Source: an optimization exercise on an open RTL-to-GDS flow (aim: small area). Production flows keep margins and buffers that such runs may drop. Function not checked in this run: the RTL went through the layout flow alone. No activity file was given, so power comes from the tool's default toggle rates.

$ cat flow/run.sh
#!/bin/bash
# synth_recipe.tcl (not shown) runs the flow's synth.tcl, then flattens the netlist and writes it again
# the make line also repeats each setting of config.mk as NAME=value (left out here)
make -C /OpenROAD-flow-scripts/flow DESIGN_CONFIG=/design/flow/config.mk WORK_HOME=/design/flow/orfs CLKGATE_MAP_FILE= SYNTH_SCRIPT=/design/flow/synth_recipe.tcl finish
$ cat flow/config.mk
export PLATFORM = sky130hd
export DESIGN_NAME = conv
export DESIGN_NICKNAME = conv
export VERILOG_FILES = /design/flow/design.v
export SDC_FILE = /design/flow/constraint.sdc
export NUM_CORES = 4
export LEC_CHECK = 0
export ABC_AREA = 0
export CAP_MARGIN = 0
export CORE_MARGIN = 2
export CORE_UTILIZATION = 40
export CTS_CLUSTER_DIAMETER = 150
export CTS_CLUSTER_SIZE = 25
export GPL_TIMING_DRIVEN = 0
export SLEW_MARGIN = 0
export SYNTH_HIERARCHICAL = 1
$ cat flow/constraint.sdc
create_clock -name core_clock -period 7.5 [get_ports {clk}]
set_input_delay 1.5000 -clock core_clock [delete_from_list [all_inputs] [get_ports {clk}]]
set_output_delay 1.5000 -clock core_clock [all_outputs]
set_load 0.01 [all_outputs]
$ cat flow/design.v
module conv(
  input clk,
  input reset,
  input [15:0] pxl_in,
  output [15:0] pxl_out,
  output [9:0] count,
  output valid
);
  reg [15:0] r00;
  reg [15:0] r01;
  reg [15:0] r02;
  reg p_r02_14_1;
  reg [15:0] r10;
  reg [15:0] r11;
  reg [15:0] r12;
  reg [15:0] r20;
  reg [15:0] r21;
  reg [15:0] r22;
  reg p_r22_14_1;
  reg [25*16-1:0] line1;
  wire [15:0] line1_o = line1[25*16-1:24*16];
  reg [25*16-1:0] line2;
  wire [15:0] line2_o = line2[25*16-1:24*16];
  wire s1, c2;
  ha us1 (pxl_in[1], pxl_in[0], s1, c2);
  wire s3, c4;
  fa us3 (pxl_in[2], pxl_in[1], c2, s3, c4);
  wire s5, c6;
  fa us5 (pxl_in[3], pxl_in[2], c4, s5, c6);
  wire s7, c8;
  fa us7 (pxl_in[4], pxl_in[3], c6, s7, c8);
  wire s9, c10;
  fa us9 (pxl_in[5], pxl_in[4], c8, s9, c10);
  wire s11, c12;
  fa us11 (pxl_in[6], pxl_in[5], c10, s11, c12);
  wire s13, c14;
  fa us13 (pxl_in[7], pxl_in[6], c12, s13, c14);
  wire s15, c16;
  fa us15 (pxl_in[8], pxl_in[7], c14, s15, c16);
  wire s17, c18;
  fa us17 (pxl_in[9], pxl_in[8], c16, s17, c18);
  wire s19, c20;
  fa us19 (pxl_in[10], pxl_in[9], c18, s19, c20);
  wire s21, c22;
  fa us21 (pxl_in[11], pxl_in[10], c20, s21, c22);
  wire s23, c24;
  fa us23 (pxl_in[12], pxl_in[11], c22, s23, c24);
  wire s25, c26;
  ha us25 (pxl_in[13], pxl_in[12], s25, c26);
  wire s27, c28;
  fa us27 (pxl_in[14], pxl_in[13], c26, s27, c28);
  wire x29;
  xo ux29 (pxl_in[15], pxl_in[14], x29);
  wire x30;
  xo ux30 (x29, c28, x30);
  wire s31, c32;
  ha us31 (pxl_in[2], pxl_in[0], s31, c32);
  wire s33, c34;
  fa us33 (pxl_in[3], pxl_in[1], c32, s33, c34);
  wire s35, c36;
  fa us35 (pxl_in[4], pxl_in[2], c34, s35, c36);
  wire s37, c38;
  fa us37 (pxl_in[5], pxl_in[3], c36, s37, c38);
  wire s39, c40;
  fa us39 (pxl_in[6], pxl_in[4], c38, s39, c40);
  wire s41, c42;
  fa us41 (pxl_in[7], pxl_in[5], c40, s41, c42);
  wire s43, c44;
  fa us43 (pxl_in[8], pxl_in[6], c42, s43, c44);
  wire s45, c46;
  fa us45 (pxl_in[9], pxl_in[7], c44, s45, c46);
  wire s47, c48;
  fa us47 (pxl_in[10], pxl_in[8], c46, s47, c48);
  wire s49, c50;
  fa us49 (pxl_in[11], pxl_in[9], c48, s49, c50);
  wire s51, c52;
  fa us51 (pxl_in[12], pxl_in[10], c50, s51, c52);
  wire s53, c54;
  fa us53 (pxl_in[13], pxl_in[11], c52, s53, c54);
  wire s55, c56;
  ha us55 (pxl_in[14], pxl_in[12], s55, c56);
  wire x57;
  xo ux57 (pxl_in[15], pxl_in[13], x57);
  wire x58;
  xo ux58 (x57, c56, x58);
  wire s59, c60;
  ha us59 (pxl_in[3], pxl_in[0], s59, c60);
  wire s61, c62;
  fa us61 (pxl_in[4], pxl_in[1], c60, s61, c62);
  wire s63, c64;
  fa us63 (pxl_in[5], pxl_in[2], c62, s63, c64);
  wire s65, c66;
  fa us65 (pxl_in[6], pxl_in[3], c64, s65, c66);
  wire s67, c68;
  fa us67 (pxl_in[7], pxl_in[4], c66, s67, c68);
  wire s69, c70;
  fa us69 (pxl_in[8], pxl_in[5], c68, s69, c70);
  wire s71, c72;
  fa us71 (pxl_in[9], pxl_in[6], c70, s71, c72);
  wire s73, c74;
  fa us73 (pxl_in[10], pxl_in[7], c72, s73, c74);
  wire s75, c76;
  fa us75 (pxl_in[11], pxl_in[8], c74, s75, c76);
  wire s77, c78;
  fa us77 (pxl_in[12], pxl_in[9], c76, s77, c78);
  wire s79, c80;
  fa us79 (pxl_in[13], pxl_in[10], c78, s79, c80);
  wire s81, c82;
  fa us81 (pxl_in[14], pxl_in[11], c80, s81, c82);
  wire x83;
  xo ux83 (pxl_in[15], pxl_in[12], x83);
  wire x84;
  xo ux84 (x83, c82, x84);
  wire s85, c86;
  ha us85 (pxl_in[0], s5, s85, c86);
  wire s87, c88;
  fa us87 (pxl_in[1], c86, s7, s87, c88);
  wire s89, c90;
  fa us89 (pxl_in[2], s9, c88, s89, c90);
  wire s91, c92;
  fa us91 (s59, s11, c90, s91, c92);
  wire s93, c94;
  fa us93 (s61, s13, c92, s93, c94);
  wire s95, c96;
  fa us95 (s63, s15, c94, s95, c96);
  wire s97, c98;
  fa us97 (s65, s17, c96, s97, c98);
  wire s99, c100;
  fa us99 (s67, s19, c98, s99, c100);
  wire s101, c102;
  fa us101 (s69, s21, c100, s101, c102);
  wire s103, c104;
  fa us103 (s71, s23, c102, s103, c104);
  wire s105, c106;
  fa us105 (s25, s73, c24, s105, c106);
  wire s107, c108;
  ha us107 (s105, c104, s107, c108);
  wire s109, c110;
  fa us109 (s27, s75, c106, s109, c110);
  wire s111, c112;
  ha us111 (c108, s109, s111, c112);
  wire x113;
  xo ux113 (x30, s77, x113);
  wire x114;
  xo ux114 (x113, c110, x114);
  wire x115;
  xo ux115 (x114, c112, x115);
  wire s116, c117;
  ha us116 (r00[0], pxl_in[0], s116, c117);
  wire s118, c119;
  fa us118 (r00[1], pxl_in[1], c117, s118, c119);
  wire s120, c121;
  fa us120 (r00[2], pxl_in[2], c119, s120, c121);
  wire s122, c123;
  fa us122 (r00[3], s59, c121, s122, c123);
  wire s124, c125;
  fa us124 (r00[4], s61, c123, s124, c125);
  wire s126, c127;
  fa us126 (r00[5], s63, c125, s126, c127);
  wire i128 = ~s126;
  wire s129, c130;
  ha us129 (pxl_in[0], i128, s129, c130);
  wire s131, c132;
  fa us131 (r00[6], s65, c127, s131, c132);
  wire i133 = ~s131;
  wire s134, c135;
  fa us134 (s1, c130, i133, s134, c135);
  wire s136, c137;
  fa us136 (r00[7], s67, c132, s136, c137);
  wire i138 = ~s136;
  wire s139, c140;
  fa us139 (s3, c135, i138, s139, c140);
  wire s141, c142;
  fa us141 (r00[8], s69, c137, s141, c142);
  wire i143 = ~s141;
  wire s144, c145;
  fa us144 (s5, i143, c140, s144, c145);
  wire s146, c147;
  fa us146 (r00[9], s71, c142, s146, c147);
  wire i148 = ~s146;
  wire s149, c150;
  fa us149 (s7, i148, c145, s149, c150);
  wire s151, c152;
  fa us151 (r00[10], s73, c147, s151, c152);
  wire i153 = ~s151;
  wire s154, c155;
  fa us154 (s9, i153, c150, s154, c155);
  wire s156, c157;
  fa us156 (r00[11], s75, c152, s156, c157);
  wire i158 = ~s156;
  wire s159, c160;
  fa us159 (s11, i158, c155, s159, c160);
  wire s161, c162;
  fa us161 (r00[12], s77, c157, s161, c162);
  wire i163 = ~s161;
  wire s164, c165;
  fa us164 (s13, i163, c160, s164, c165);
  wire s166, c167;
  fa us166 (r00[13], s79, c162, s166, c167);
  wire i168 = ~s166;
  wire s169, c170;
  fa us169 (s15, i168, c165, s169, c170);
  wire s171, c172;
  fa us171 (r00[14], s81, c167, s171, c172);
  wire i173 = ~s171;
  wire s174, c175;
  fa us174 (s17, i173, c170, s174, c175);
  wire x176;
  xo ux176 (r00[15], s19, x176);
  wire x177;
  xo ux177 (x176, x84, x177);
  wire x178;
  xo ux178 (x177, c172, x178);
  wire x179;
  xo ux179 (x178, c175, x179);
  wire s180, c181;
  ha us180 (r01[0], pxl_in[0], s180, c181);
  wire s182, c183;
  fa us182 (r01[1], c181, s1, s182, c183);
  wire s184, c185;
  fa us184 (r01[2], s3, c183, s184, c185);
  wire s186, c187;
  fa us186 (r01[3], s5, c185, s186, c187);
  wire s188, c189;
  fa us188 (r01[4], s7, c187, s188, c189);
  wire s190, c191;
  fa us190 (pxl_in[0], s9, c189, s190, c191);
  wire i192 = ~s190;
  wire s193, c194;
  ha us193 (r01[5], i192, s193, c194);
  wire s195, c196;
  fa us195 (pxl_in[1], s11, c191, s195, c196);
  wire i197 = ~s195;
  wire s198, c199;
  fa us198 (r01[6], c194, i197, s198, c199);
  wire s200, c201;
  fa us200 (pxl_in[2], s13, c196, s200, c201);
  wire i202 = ~s200;
  wire s203, c204;
  fa us203 (r01[7], c199, i202, s203, c204);
  wire s205, c206;
  fa us205 (pxl_in[3], s15, c201, s205, c206);
  wire i207 = ~s205;
  wire s208, c209;
  fa us208 (r01[8], i207, c204, s208, c209);
  wire s210, c211;
  fa us210 (pxl_in[4], s17, c206, s210, c211);
  wire i212 = ~s210;
  wire s213, c214;
  fa us213 (r01[9], i212, c209, s213, c214);
  wire s215, c216;
  fa us215 (pxl_in[5], s19, c211, s215, c216);
  wire i217 = ~s215;
  wire s218, c219;
  fa us218 (r01[10], i217, c214, s218, c219);
  wire s220, c221;
  fa us220 (pxl_in[6], s21, c216, s220, c221);
  wire i222 = ~s220;
  wire s223, c224;
  fa us223 (r01[11], i222, c219, s223, c224);
  wire s225, c226;
  fa us225 (pxl_in[7], s23, c221, s225, c226);
  wire i227 = ~s225;
  wire s228, c229;
  fa us228 (r01[12], i227, c224, s228, c229);
  wire s230, c231;
  fa us230 (pxl_in[8], s25, c24, s230, c231);
  wire i232 = ~s230;
  wire s233, c234;
  fa us233 (r01[13], i232, c229, s233, c234);
  wire i235 = ~c226;
  wire s236, c237;
  ha us236 (i235, s233, s236, c237);
  wire s238, c239;
  fa us238 (pxl_in[9], s27, c231, s238, c239);
  wire i240 = ~s238;
  wire s241, c242;
  fa us241 (r01[14], i240, c234, s241, c242);
  wire x243;
  xo ux243 (r01[15], pxl_in[10], x243);
  wire x244;
  xo ux244 (x243, x30, x244);
  wire x245;
  xo ux245 (x244, c239, x245);
  wire x246;
  xo ux246 (x245, c242, x246);
  wire s247, c248;
  ha us247 (r02[14], p_r02_14_1, s247, c248);
  wire x249;
  xo ux249 (r02[15], c248, x249);
  wire i250 = ~line1_o[0];
  wire s251, c252;
  ha us251 (i250, pxl_in[0], s251, c252);
  wire i253 = ~line1_o[1];
  wire s254, c255;
  fa us254 (i253, c252, s1, s254, c255);
  wire i256 = ~line1_o[2];
  wire s257, c258;
  fa us257 (i256, s3, c255, s257, c258);
  wire i259 = ~line1_o[3];
  wire s260, c261;
  fa us260 (i259, s5, c258, s260, c261);
  wire s262, c263;
  fa us262 (pxl_in[0], s7, c261, s262, c263);
  wire i264 = ~line1_o[4];
  wire s265, c266;
  ha us265 (i264, s262, s265, c266);
  wire s267, c268;
  fa us267 (line1_o[5], s1, s9, s267, c268);
  wire s269, c270;
  fa us269 (c263, c266, s267, s269, c270);
  wire s271, c272;
  fa us271 (line1_o[6], s3, s11, s271, c272);
  wire s273, c274;
  fa us273 (c268, c270, s271, s273, c274);
  wire s275, c276;
  fa us275 (line1_o[7], s5, s13, s275, c276);
  wire s277, c278;
  fa us277 (c272, s275, c274, s277, c278);
  wire s279, c280;
  fa us279 (line1_o[8], s7, c276, s279, c280);
  wire s281, c282;
  fa us281 (s15, s279, c278, s281, c282);
  wire s283, c284;
  fa us283 (line1_o[9], s9, c280, s283, c284);
  wire s285, c286;
  fa us285 (s17, s283, c282, s285, c286);
  wire s287, c288;
  fa us287 (line1_o[10], s11, c284, s287, c288);
  wire s289, c290;
  fa us289 (s19, s287, c286, s289, c290);
  wire s291, c292;
  fa us291 (line1_o[11], s13, c288, s291, c292);
  wire s293, c294;
  fa us293 (s21, s291, c290, s293, c294);
  wire s295, c296;
  fa us295 (line1_o[12], s15, c292, s295, c296);
  wire s297, c298;
  fa us297 (s23, s295, c294, s297, c298);
  wire s299, c300;
  fa us299 (line1_o[13], s25, s17, s299, c300);
  wire s301, c302;
  fa us301 (s299, c24, c296, s301, c302);
  wire s303, c304;
  ha us303 (s301, c298, s303, c304);
  wire s305, c306;
  fa us305 (line1_o[14], s27, s19, s305, c306);
  wire s307, c308;
  fa us307 (c300, s305, c302, s307, c308);
  wire s309, c310;
  ha us309 (c304, s307, s309, c310);
  wire x311;
  xo ux311 (line1_o[15], x30, x311);
  wire x312;
  xo ux312 (x311, s21, x312);
  wire x313;
  xo ux313 (c306, x312, x313);
  wire x314;
  xo ux314 (x313, c308, x314);
  wire x315;
  xo ux315 (x314, c310, x315);
  wire s316, c317;
  ha us316 (r10[0], pxl_in[0], s316, c317);
  wire s318, c319;
  fa us318 (r10[1], pxl_in[1], c317, s318, c319);
  wire s320, c321;
  fa us320 (r10[2], s31, c319, s320, c321);
  wire s322, c323;
  fa us322 (r10[3], s33, c321, s322, c323);
  wire s324, c325;
  fa us324 (r10[4], pxl_in[0], s35, s324, c325);
  wire s326, c327;
  ha us326 (c323, s324, s326, c327);
  wire s328, c329;
  fa us328 (r10[5], pxl_in[1], s37, s328, c329);
  wire s330, c331;
  fa us330 (c325, c327, s328, s330, c331);
  wire s332, c333;
  fa us332 (r10[6], pxl_in[2], s39, s332, c333);
  wire s334, c335;
  fa us334 (c329, s332, c331, s334, c335);
  wire s336, c337;
  fa us336 (r10[7], pxl_in[3], s41, s336, c337);
  wire s338, c339;
  fa us338 (c333, s336, c335, s338, c339);
  wire s340, c341;
  fa us340 (r10[8], pxl_in[4], s43, s340, c341);
  wire s342, c343;
  fa us342 (c337, s340, c339, s342, c343);
  wire s344, c345;
  fa us344 (r10[9], pxl_in[5], c341, s344, c345);
  wire s346, c347;
  fa us346 (s45, s344, c343, s346, c347);
  wire s348, c349;
  fa us348 (r10[10], pxl_in[6], c345, s348, c349);
  wire s350, c351;
  fa us350 (s47, s348, c347, s350, c351);
  wire s352, c353;
  fa us352 (r10[11], pxl_in[7], c349, s352, c353);
  wire s354, c355;
  fa us354 (s49, s352, c351, s354, c355);
  wire s356, c357;
  fa us356 (r10[12], pxl_in[8], c353, s356, c357);
  wire s358, c359;
  fa us358 (s51, s356, c355, s358, c359);
  wire s360, c361;
  fa us360 (r10[13], pxl_in[9], c357, s360, c361);
  wire s362, c363;
  fa us362 (s53, s360, c359, s362, c363);
  wire s364, c365;
  fa us364 (r10[14], pxl_in[10], s55, s364, c365);
  wire s366, c367;
  fa us366 (s364, c54, c361, s366, c367);
  wire s368, c369;
  ha us368 (s366, c363, s368, c369);
  wire x370;
  xo ux370 (r10[15], pxl_in[11], x370);
  wire x371;
  xo ux371 (x370, x58, x371);
  wire x372;
  xo ux372 (x371, c365, x372);
  wire x373;
  xo ux373 (x372, c367, x373);
  wire x374;
  xo ux374 (x373, c369, x374);
  wire s375, c376;
  ha us375 (r11[0], pxl_in[0], s375, c376);
  wire s377, c378;
  fa us377 (r11[1], pxl_in[1], c376, s377, c378);
  wire s379, c380;
  fa us379 (r11[2], s31, c378, s379, c380);
  wire s381, c382;
  fa us381 (r11[3], pxl_in[0], s33, s381, c382);
  wire s383, c384;
  ha us383 (c380, s381, s383, c384);
  wire s385, c386;
  fa us385 (r11[4], s1, s35, s385, c386);
  wire s387, c388;
  fa us387 (c382, c384, s385, s387, c388);
  wire s389, c390;
  fa us389 (r11[5], s3, s37, s389, c390);
  wire s391, c392;
  fa us391 (c386, c388, s389, s391, c392);
  wire s393, c394;
  fa us393 (r11[6], s5, s39, s393, c394);
  wire s395, c396;
  fa us395 (c390, s393, c392, s395, c396);
  wire s397, c398;
  fa us397 (r11[7], s7, s41, s397, c398);
  wire s399, c400;
  fa us399 (c394, s397, c396, s399, c400);
  wire s401, c402;
  fa us401 (r11[8], s9, s43, s401, c402);
  wire s403, c404;
  fa us403 (c398, s401, c400, s403, c404);
  wire s405, c406;
  fa us405 (r11[9], s11, c402, s405, c406);
  wire s407, c408;
  fa us407 (s45, s405, c404, s407, c408);
  wire s409, c410;
  fa us409 (r11[10], s13, c406, s409, c410);
  wire s411, c412;
  fa us411 (s47, s409, c408, s411, c412);
  wire s413, c414;
  fa us413 (r11[11], s15, c410, s413, c414);
  wire s415, c416;
  fa us415 (s49, s413, c412, s415, c416);
  wire s417, c418;
  fa us417 (r11[12], s17, c414, s417, c418);
  wire s419, c420;
  fa us419 (s51, s417, c416, s419, c420);
  wire s421, c422;
  fa us421 (r11[13], s19, c418, s421, c422);
  wire s423, c424;
  fa us423 (s53, s421, c420, s423, c424);
  wire s425, c426;
  fa us425 (r11[14], s55, s21, s425, c426);
  wire s427, c428;
  fa us427 (c54, s425, c422, s427, c428);
  wire s429, c430;
  ha us429 (s427, c424, s429, c430);
  wire x431;
  xo ux431 (r11[15], x58, x431);
  wire x432;
  xo ux432 (x431, s23, x432);
  wire x433;
  xo ux433 (c426, x432, x433);
  wire x434;
  xo ux434 (x433, c428, x434);
  wire x435;
  xo ux435 (x434, c430, x435);
  wire i436 = ~pxl_in[0];
  wire s437, c438;
  ha us437 (line2_o[3], i436, s437, c438);
  wire i439 = ~pxl_in[1];
  wire s440, c441;
  fa us440 (line2_o[4], i439, c438, s440, c441);
  wire i442 = ~s31;
  wire s443, c444;
  fa us443 (line2_o[5], i442, c441, s443, c444);
  wire i445 = ~s33;
  wire s446, c447;
  fa us446 (line2_o[6], i445, c444, s446, c447);
  wire i448 = ~s35;
  wire s449, c450;
  fa us449 (line2_o[7], i448, c447, s449, c450);
  wire i451 = ~s37;
  wire s452, c453;
  fa us452 (line2_o[8], i451, c450, s452, c453);
  wire i454 = ~s39;
  wire s455, c456;
  fa us455 (line2_o[9], i454, c453, s455, c456);
  wire i457 = ~s41;
  wire s458, c459;
  fa us458 (line2_o[10], i457, c456, s458, c459);
  wire i460 = ~s43;
  wire s461, c462;
  fa us461 (line2_o[11], i460, c459, s461, c462);
  wire i463 = ~s45;
  wire s464, c465;
  fa us464 (line2_o[12], i463, c462, s464, c465);
  wire i466 = ~s47;
  wire s467, c468;
  fa us467 (line2_o[13], i466, c465, s467, c468);
  wire i469 = ~s49;
  wire s470, c471;
  fa us470 (line2_o[14], i469, c468, s470, c471);
  wire x472;
  xo ux472 (line2_o[15], s51, x472);
  wire x473;
  xo ux473 (x472, c471, x473);
  wire s474, c475;
  ha us474 (r20[0], pxl_in[0], s474, c475);
  wire s476, c477;
  fa us476 (r20[1], pxl_in[1], c475, s476, c477);
  wire s478, c479;
  fa us478 (r20[2], pxl_in[2], c477, s478, c479);
  wire s480, c481;
  fa us480 (r20[3], s59, c479, s480, c481);
  wire s482, c483;
  fa us482 (r20[4], pxl_in[0], s61, s482, c483);
  wire s484, c485;
  ha us484 (s482, c481, s484, c485);
  wire s486, c487;
  fa us486 (r20[5], pxl_in[1], s63, s486, c487);
  wire s488, c489;
  fa us488 (c483, s486, c485, s488, c489);
  wire s490, c491;
  fa us490 (r20[6], s31, s65, s490, c491);
  wire s492, c493;
  fa us492 (c487, s490, c489, s492, c493);
  wire s494, c495;
  fa us494 (r20[7], s33, s67, s494, c495);
  wire s496, c497;
  fa us496 (c491, s494, c493, s496, c497);
  wire s498, c499;
  fa us498 (r20[8], s35, s69, s498, c499);
  wire s500, c501;
  fa us500 (c495, s498, c497, s500, c501);
  wire s502, c503;
  fa us502 (r20[9], s37, s71, s502, c503);
  wire s504, c505;
  fa us504 (c499, s502, c501, s504, c505);
  wire s506, c507;
  fa us506 (r20[10], s39, c503, s506, c507);
  wire s508, c509;
  fa us508 (s73, s506, c505, s508, c509);
  wire s510, c511;
  fa us510 (r20[11], s41, c507, s510, c511);
  wire s512, c513;
  fa us512 (s75, s510, c509, s512, c513);
  wire s514, c515;
  fa us514 (r20[12], s43, c511, s514, c515);
  wire s516, c517;
  fa us516 (s77, s514, c513, s516, c517);
  wire s518, c519;
  fa us518 (r20[13], s45, c515, s518, c519);
  wire s520, c521;
  fa us520 (s79, s518, c517, s520, c521);
  wire s522, c523;
  fa us522 (r20[14], s47, c519, s522, c523);
  wire s524, c525;
  fa us524 (s81, s522, c521, s524, c525);
  wire x526;
  xo ux526 (r20[15], s49, x526);
  wire x527;
  xo ux527 (x526, x84, x527);
  wire x528;
  xo ux528 (x527, c523, x528);
  wire x529;
  xo ux529 (x528, c525, x529);
  wire s530, c531;
  ha us530 (r21[1], i436, s530, c531);
  wire i532 = ~s1;
  wire s533, c534;
  fa us533 (r21[2], c531, i532, s533, c534);
  wire i535 = ~s3;
  wire s536, c537;
  fa us536 (r21[3], i535, c534, s536, c537);
  wire s538, c539;
  fa us538 (r21[4], i436, c537, s538, c539);
  wire i540 = ~s5;
  wire s541, c542;
  ha us541 (i540, s538, s541, c542);
  wire s543, c544;
  fa us543 (r21[5], c539, c542, s543, c544);
  wire i545 = ~s543;
  wire s546, c547;
  fa us546 (pxl_in[1], s7, i545, s546, c547);
  wire s548, c549;
  fa us548 (pxl_in[2], s9, c547, s548, c549);
  wire i550 = ~s548;
  wire s551, c552;
  fa us551 (r21[6], c544, i550, s551, c552);
  wire s553, c554;
  fa us553 (pxl_in[3], s11, c549, s553, c554);
  wire i555 = ~s553;
  wire s556, c557;
  fa us556 (r21[7], c552, i555, s556, c557);
  wire s558, c559;
  fa us558 (pxl_in[4], s13, c554, s558, c559);
  wire i560 = ~s558;
  wire s561, c562;
  fa us561 (r21[8], i560, c557, s561, c562);
  wire s563, c564;
  fa us563 (pxl_in[5], s15, c559, s563, c564);
  wire i565 = ~s563;
  wire s566, c567;
  fa us566 (r21[9], i565, c562, s566, c567);
  wire s568, c569;
  fa us568 (pxl_in[6], s17, c564, s568, c569);
  wire i570 = ~s568;
  wire s571, c572;
  fa us571 (r21[10], i570, c567, s571, c572);
  wire s573, c574;
  fa us573 (pxl_in[7], s19, c569, s573, c574);
  wire i575 = ~s573;
  wire s576, c577;
  fa us576 (r21[11], i575, c572, s576, c577);
  wire s578, c579;
  fa us578 (pxl_in[8], s21, c574, s578, c579);
  wire i580 = ~s578;
  wire s581, c582;
  fa us581 (r21[12], i580, c577, s581, c582);
  wire s583, c584;
  fa us583 (pxl_in[9], s23, c579, s583, c584);
  wire i585 = ~s583;
  wire s586, c587;
  fa us586 (r21[13], i585, c582, s586, c587);
  wire s588, c589;
  fa us588 (pxl_in[10], s25, c24, s588, c589);
  wire i590 = ~r21[14];
  wire s591, c592;
  fa us591 (i590, s588, c584, s591, c592);
  wire x593;
  xo ux593 (r21[15], pxl_in[11], x593);
  wire x594;
  xo ux594 (x593, s27, x594);
  wire x595;
  xo ux595 (x594, c589, x595);
  wire x596;
  xo ux596 (x595, c592, x596);
  wire i597 = ~r22[5];
  wire i598 = ~r22[14];
  wire i599 = ~r22[0];
  wire s600, c601;
  xn us600 (r22[1], r22[0], s600);
  o2 uc601 (r22[1], r22[0], c601);
  wire s602, c603;
  ha us602 (r22[2], c601, s602, c603);
  wire s604, c605;
  xn us604 (r22[3], c603, s604);
  o2 uc605 (r22[3], c603, c605);
  wire s606, c607;
  xn us606 (r22[4], c605, s606);
  o2 uc607 (r22[4], c605, c607);
  wire s608, c609;
  xn us608 (i597, c607, s608);
  o2 uc609 (i597, c607, c609);
  wire s610, c611;
  ha us610 (r22[6], c609, s610, c611);
  wire s612, c613;
  ha us612 (r22[7], c611, s612, c613);
  wire s614, c615;
  ha us614 (r22[8], c613, s614, c615);
  wire s616, c617;
  ha us616 (r22[9], c615, s616, c617);
  wire s618, c619;
  ha us618 (r22[10], c617, s618, c619);
  wire s620, c621;
  ha us620 (r22[11], c619, s620, c621);
  wire s622, c623;
  ha us622 (r22[12], c621, s622, c623);
  wire s624, c625;
  xn us624 (r22[13], c623, s624);
  o2 uc625 (r22[13], c623, c625);
  wire s626, c627;
  fa us626 (p_r22_14_1, i598, c625, s626, c627);
  wire x628;
  xo ux628 (r22[15], c627, x628);
  wire [15:0] line1_i = {x249, s247, r02[13], r02[12], r02[11], r02[10], r02[9], r02[8], r02[7], r02[6], r02[5], r02[4], r02[3], r02[2], r02[1], r02[0]};
  wire [15:0] line2_i = {r12[15], r12[14], r12[13], r12[12], r12[11], r12[10], r12[9], r12[8], r12[7], r12[6], r12[5], r12[4], r12[3], r12[2], r12[1], r12[0]};
  assign pxl_out = {x628, s626, s624, s622, s620, s618, s616, s614, s612, s610, s608, s606, s604, s602, s600, i599};
  always @(posedge clk) begin
    r00 <= {x115, s111, s107, s103, s101, s99, s97, s95, s93, s91, s89, s87, s85, s3, s1, pxl_in[0]};
    r01 <= {x179, s174, s169, s164, s159, s154, s149, s144, s139, s134, s129, s124, s122, s120, s118, s116};
    r02 <= {x246, s241, s236, s228, s223, s218, s213, s208, s203, s198, s193, s188, s186, s184, s182, s180};
    p_r02_14_1 <= c237;
    r10 <= {x315, s309, s303, s297, s293, s289, s285, s281, s277, s273, s269, s265, s260, s257, s254, s251};
    r11 <= {x374, s368, s362, s358, s354, s350, s346, s342, s338, s334, s330, s326, s322, s320, s318, s316};
    r12 <= {x435, s429, s423, s419, s415, s411, s407, s403, s399, s395, s391, s387, s383, s379, s377, s375};
    r20 <= {x473, s470, s467, s464, s461, s458, s455, s452, s449, s446, s443, s440, s437, line2_o[2], line2_o[1], line2_o[0]};
    r21 <= {x529, s524, s520, s516, s512, s508, s504, s500, s496, s492, s488, s484, s480, s478, s476, s474};
    r22 <= {x596, s591, s586, s581, s576, s571, s566, s561, s556, s551, s546, s541, s536, s533, s530, r21[0]};
    p_r22_14_1 <= c587;
    line1 <= {line1[24*16-1:0], line1_i};
    line2 <= {line2[24*16-1:0], line2_i};
  end
  reg [9:0] counter;
  wire [10:0] cy;
  wire [9:0] cn;
  assign cy[0] = 1'b1;
  genvar gi;
  generate for (gi = 0; gi < 10; gi = gi + 1) begin : inc
    assign cn[gi] = counter[gi] ^ cy[gi];
    assign cy[gi+1] = counter[gi] & cy[gi];
  end endgenerate
  always @(posedge clk) begin
    if (reset) counter <= 10'd0;
    else counter <= cn;
  end
  assign count = counter;
  wire [7:0] ce = counter[9:2];
  wire [1:0] w1 = ce[0] + ce[3] + ce[6];
  wire [1:0] w2 = ce[1] + ce[4] + ce[7];
  wire [1:0] w4 = ce[2] + ce[5];
  wire [4:0] vs7 = w1 + {w2, 1'b0} + {w4, 2'b0};
  wire m0 = (vs7 == 5'd0) | (vs7 == 5'd7) | (vs7 == 5'd14);
  wire ge = (|ce[7:4]) | (&ce[3:0]);
  wire le = (ce <= 8'd196);
  assign valid = ge & le & ~(counter[1] & m0);
endmodule
module fa(input a, input b, input c, output s, output co);
  assign s = a ^ b ^ c;
  assign co = (a & b) | (c & (a ^ b));
endmodule
module ha(input a, input b, output s, output co);
  assign s = a ^ b;
  assign co = a & b;
endmodule
module xo(input a, input b, output s);
  assign s = a ^ b;
endmodule
module xn(input a, input b, output s);
  assign s = ~(a ^ b);
endmodule
module o2(input a, input b, output s);
  assign s = a | b;
endmodule
==> summary.txt <==
per-module statistics from Yosys (local to each module, per instance):
module | cell area [um2] | copies in the design | cells
conv | 19900 | 1 | 1076
fa | 20.0 | 223 | 1
ha | 12.5 | 37 | 1
xn | 8.76 | 5 | 1
xo | 8.76 | 44 | 1
o2 | 6.26 | 5 | 1
through the flow:
step           total power, W  area (um2)  setup TNS, ns
6_report               0.0141       28500              0
5_1_grt                0.0152       28500        -0.0928
4_1_cts                0.0144       28200        -0.0344
3_5_place_dp           0.0117       26900         -61.62
3_3_place_gp           0.0117       26900         -59.83
2_1_floorplan          0.0103       25500          -1.10
final timing paths:
kind	endpoint	cells past startpoint	startpoint	slack [ns]
max	r22[13]$_DFF_P_	20	pxl_in[0]	0.07
min	line1[367]$_DFF_P_	0	line1[351]$_DFF_P_	0.32
max reg2reg	r02[15]$_DFF_P_	18	r01[0]$_DFF_P_	0.97
min reg2reg	line1[367]$_DFF_P_	0	line1[351]$_DFF_P_	0.32
layout make-up:
type                       count  area (um2)  area share (%)
clock inverter                 3        37.5           0.132
multi-input combinational    359        6000            21.0
buffer                        16         120           0.421
inverter                      59         221           0.776
clock buffer                  45        1130            3.95
timing repair buffer          86         823            2.89
tap                          846        1060            3.71
sequential                   956       19100            67.1
logic make-up after synthesis:
| family | count (synthesis) | synth area share, % |
|---|---|---|
| AND/OR/NAND/NOR | 30 | 0.728 |
| XOR/XNOR | 51 | 1.77 |
| AO/OA/AOI/OAI | 5 | 0.178 |
| flip-flops | 956 | 75.8 |
| adder cells (fa/ha/maj) | 273 | 20.2 |
| buffers and inverters | 75 | 1.35 |
layer usage:
layer,up-vias,global-route usage [%]
met5,-,0
met4,8,3.20
met3,61,2.45
met2,92,15.9
met1,4616,15.1
li1,4458,-
worst reg2reg max path, cell delays in order (launching register included):
cell	delay, ns
dfxtp_1	0.32
ha_1	0.20
fa_1	0.43
fa_2	0.38
fa_2	0.35
fa_2	0.38
fa_2	0.35
fa_2	0.52
inv_1	0.05
fa_2	0.35
fa_2	0.37
fa_2	0.35
fa_2	0.37
fa_2	0.37
fa_2	0.38
fa_2	0.38
fa_2	0.34
fa_2	0.34
xor2_1	0.16
state kept, by name, summed over array words and instances (netlist names), 10 cells and up:
register  flops
r00          16
r01          16
line1       400
r20          16
r12          16
r10          16
r21          16
r22          16
line2       400
r11          16
r02          16
counter      10
synth_stat cells:
library cell  count
and2_1            1
nor2b_1           9
dfxtp_1         956
nand2_1           2
nor2_1            3
or3_1             1
o21ai_0           1
a21o_1            1
nor4_1            1
a211oi_2          1
nand3b_1          2
and4b_4           1
o311a_1           2
nor3_1            1
xor2_1           45
ha_1             48
xnor2_1           6
nand4b_1          1
nand3_1           2
inv_1            59
or2_1             5
fa_1            225
buf_4            16
nand4_1           1
where the power goes:
group / internal (W) / switching [W] / leakage, nW / total (W)
Sequential: 0.00776 / 0.000712 / 8.06 / 0.00848
Combinational: 0.00157 / 0.00152 / 3.11 / 0.00309
Clock: 0.00109 / 0.00143 / 0.573 / 0.00252
Total: 0.0104 / 0.00366 / 11.7 / 0.0141
timing repair:
action                                  in CTS  in global routing
hold buffers                                 0                  0
endpoints found under the setup margin      41                 10
resized for setup                           35                 10
cloned                                       0                  2
pin swaps                                   15                 12
setup buffers                               14                 26
==> metrics.md <==
| Metric | Value |
|---|---|
| Port Buffers | 44 |
| Vias in the first global route | 10,100 |
| Die W | 255 um |
| Max_slew headroom | 40.7% |
| Antenna violations before repair | 4 |
| Die height | 255 um |
| Crit path buf inv count | 4 |
| DR top layer | met5 |
| Status | timing/DRC/antenna clean |
| Gr ovfl total | 0 |
| ANT nets after route | 0 |
| Worst-margin pin slew | 0.886 ns |
| Placed cell count | 2,280 |
| Row cnt | 92 |
| Dpl ws | -2.15 ns |
| Non-filler instance count after layout | 2,370 |
| Root Driver | clkbuf_16 |
| Share of cells above drive strength 1 | 13.0% |
| Yosys reg bits | 956 |
| Clock sink total | 956 |
| Fin crit share | 99.1% |
| Cell taking the most area after synthesis | dfxtp_1 |
| Clock latency (worst-skew pair) | 0.59 ns |
| Worst path cell trace | buf_16 > ha_4 > fa_2 > inv_2 > fa_2 > fa_1 > ha_2 > fa_1 > inv_2 > fa_2 > fa_2 > fa_2 > inv_2 > fa_2 > fa_2 > fa_2 > fa_2 > fa_2 > fa_2 > fa_1 |
| CTS Buf Count | 44 |
| Synth Instances | 1,390 |
| Filler cells | 5,398 |
| Final WL | 32.4 mm |
| # diodes | 0 |
| Top-Level Pins | 45 |
| Ys Warns | 7 |
| Commonest non-fill, non-tap cell in the layout | dfxtp_1 |
| Worst endpoint data arrival time | 7.89 ns |
| Max incr delay on CP | 0.58 ns |
| Mapped cell area | 25,300 um2 |
| Cell family with most CP delay | adder cells |
| Metal3 WL | 1.24 mm |
| Leak Pwr | 11.7 nW |
| Fin crit period | 7.43 ns |
| Core region area | 62,700 um2 |
| First-pass GRT wire length | 54.7 mm |
| Final hold vios | 0 |
| Max-Cap Viols | 0 |
| CTS tree | done |
| Max stage delay cell, worst path | fa_2 |
| Unrepaired setup endpoints after global routing | true |
| Largest net degree at the start of global routing | 26 |
| Post-Route M1 WL | 16.0 mm |
| Post-DP HPWL | 21.2 mm |
| DRT Pass-1 Iters | 4 |
| Hold Path Class | flip-flop to flip-flop |
| Syn Nets | 1,681 |
| Critical path class | input port to flip-flop |
| Peak supply drop | 0.000275 V |
| Most used cell, CP | fa_2 |
| Fmax | 0.135 GHz |
| DR DRC count | 0 |
| Die ar. | 65,200 um2 |
| Top post-synthesis cells by area | dfxtp_1 76%, fa_1 18%, ha_1 2.4%, xor2_1 1.6%, inv_1 0.88% |
| Post-synthesis sequential area ratio | 75.8% |
| Synth unique cells | 24 |
| Vias | 9,235 |
| Area fraction of the dominant cell type after synthesis | 75.8% |
| Critical path startpoint category | input port |
| P per Cell Area | 494 nW/um2 |
| DR iter-0 viols | 423 |
| Crit Path Max Fanout | 7 |
| Most frequent cells in the layout | 956 x dfxtp_1, 145 x fa_1, 80 x fa_2 |
| Routability congestion estimate | 0.718 |
| Data required, critical path | 7.96 ns |
| PnR worst setup slack | 0.0702 ns |
| Met2 wire len | 14.4 mm |
| H-tree levels | 2 |
| CP Capture Type | flip-flop |
| Vias per inst | 3.90 |
| Clk buf depth | 3 |
| Clock Skew | 0.0244 ns |
| Setup-failing EPs final | 0 |
| Routed len/inst | 13.7 um |
| Syn avg cell area | 18.2 um2 |
| Clk slew on worst S/H paths | 0.10 ns |
| Worst hold margin | 0.316 ns |
| Initial Util | 40.3% |
| Final Max Tran Viols | 0 |
| Fin nets | 1,813 |
| Area growth, synth to finish | 12.9% |
| Overall Global Routing Usage | 10.5% |
| Final core utilization | 45.5% |

-- separate check: timing with driven ports --
No port has a modelled driver above. Below, the same layout with a new extraction and two added sets of constraints.
Step 1: set_driving_cell puts a clkbuf_16 on clk and a buf_2 on each other input, an assumption about the parent block.
Step 2 adds t to the input delays and takes it off the output delays; t is the mean of the earliest and latest rising clock arrival at the registers after step 1. Input paths then give back, and output paths get back, about the clock's delay inside the block.
a / b / c = ideal / step 1 / step 2; a / b = the first two.
shift t [ns]: 0.637
slack for setup (ns): 0.070 / 0.006 / -0.630
clock arrival spread, ns: 0.030 / 0.031
slew at the worst register clock pin (ns): 0.10 / 0.10
worst data-port slew with drivers (ns): 0.19
Met with ideal ports but missed after step 2: setup timing in this run. The setup slack of this run moves by -0.064 ns with the drivers and by -0.700 ns with both steps.
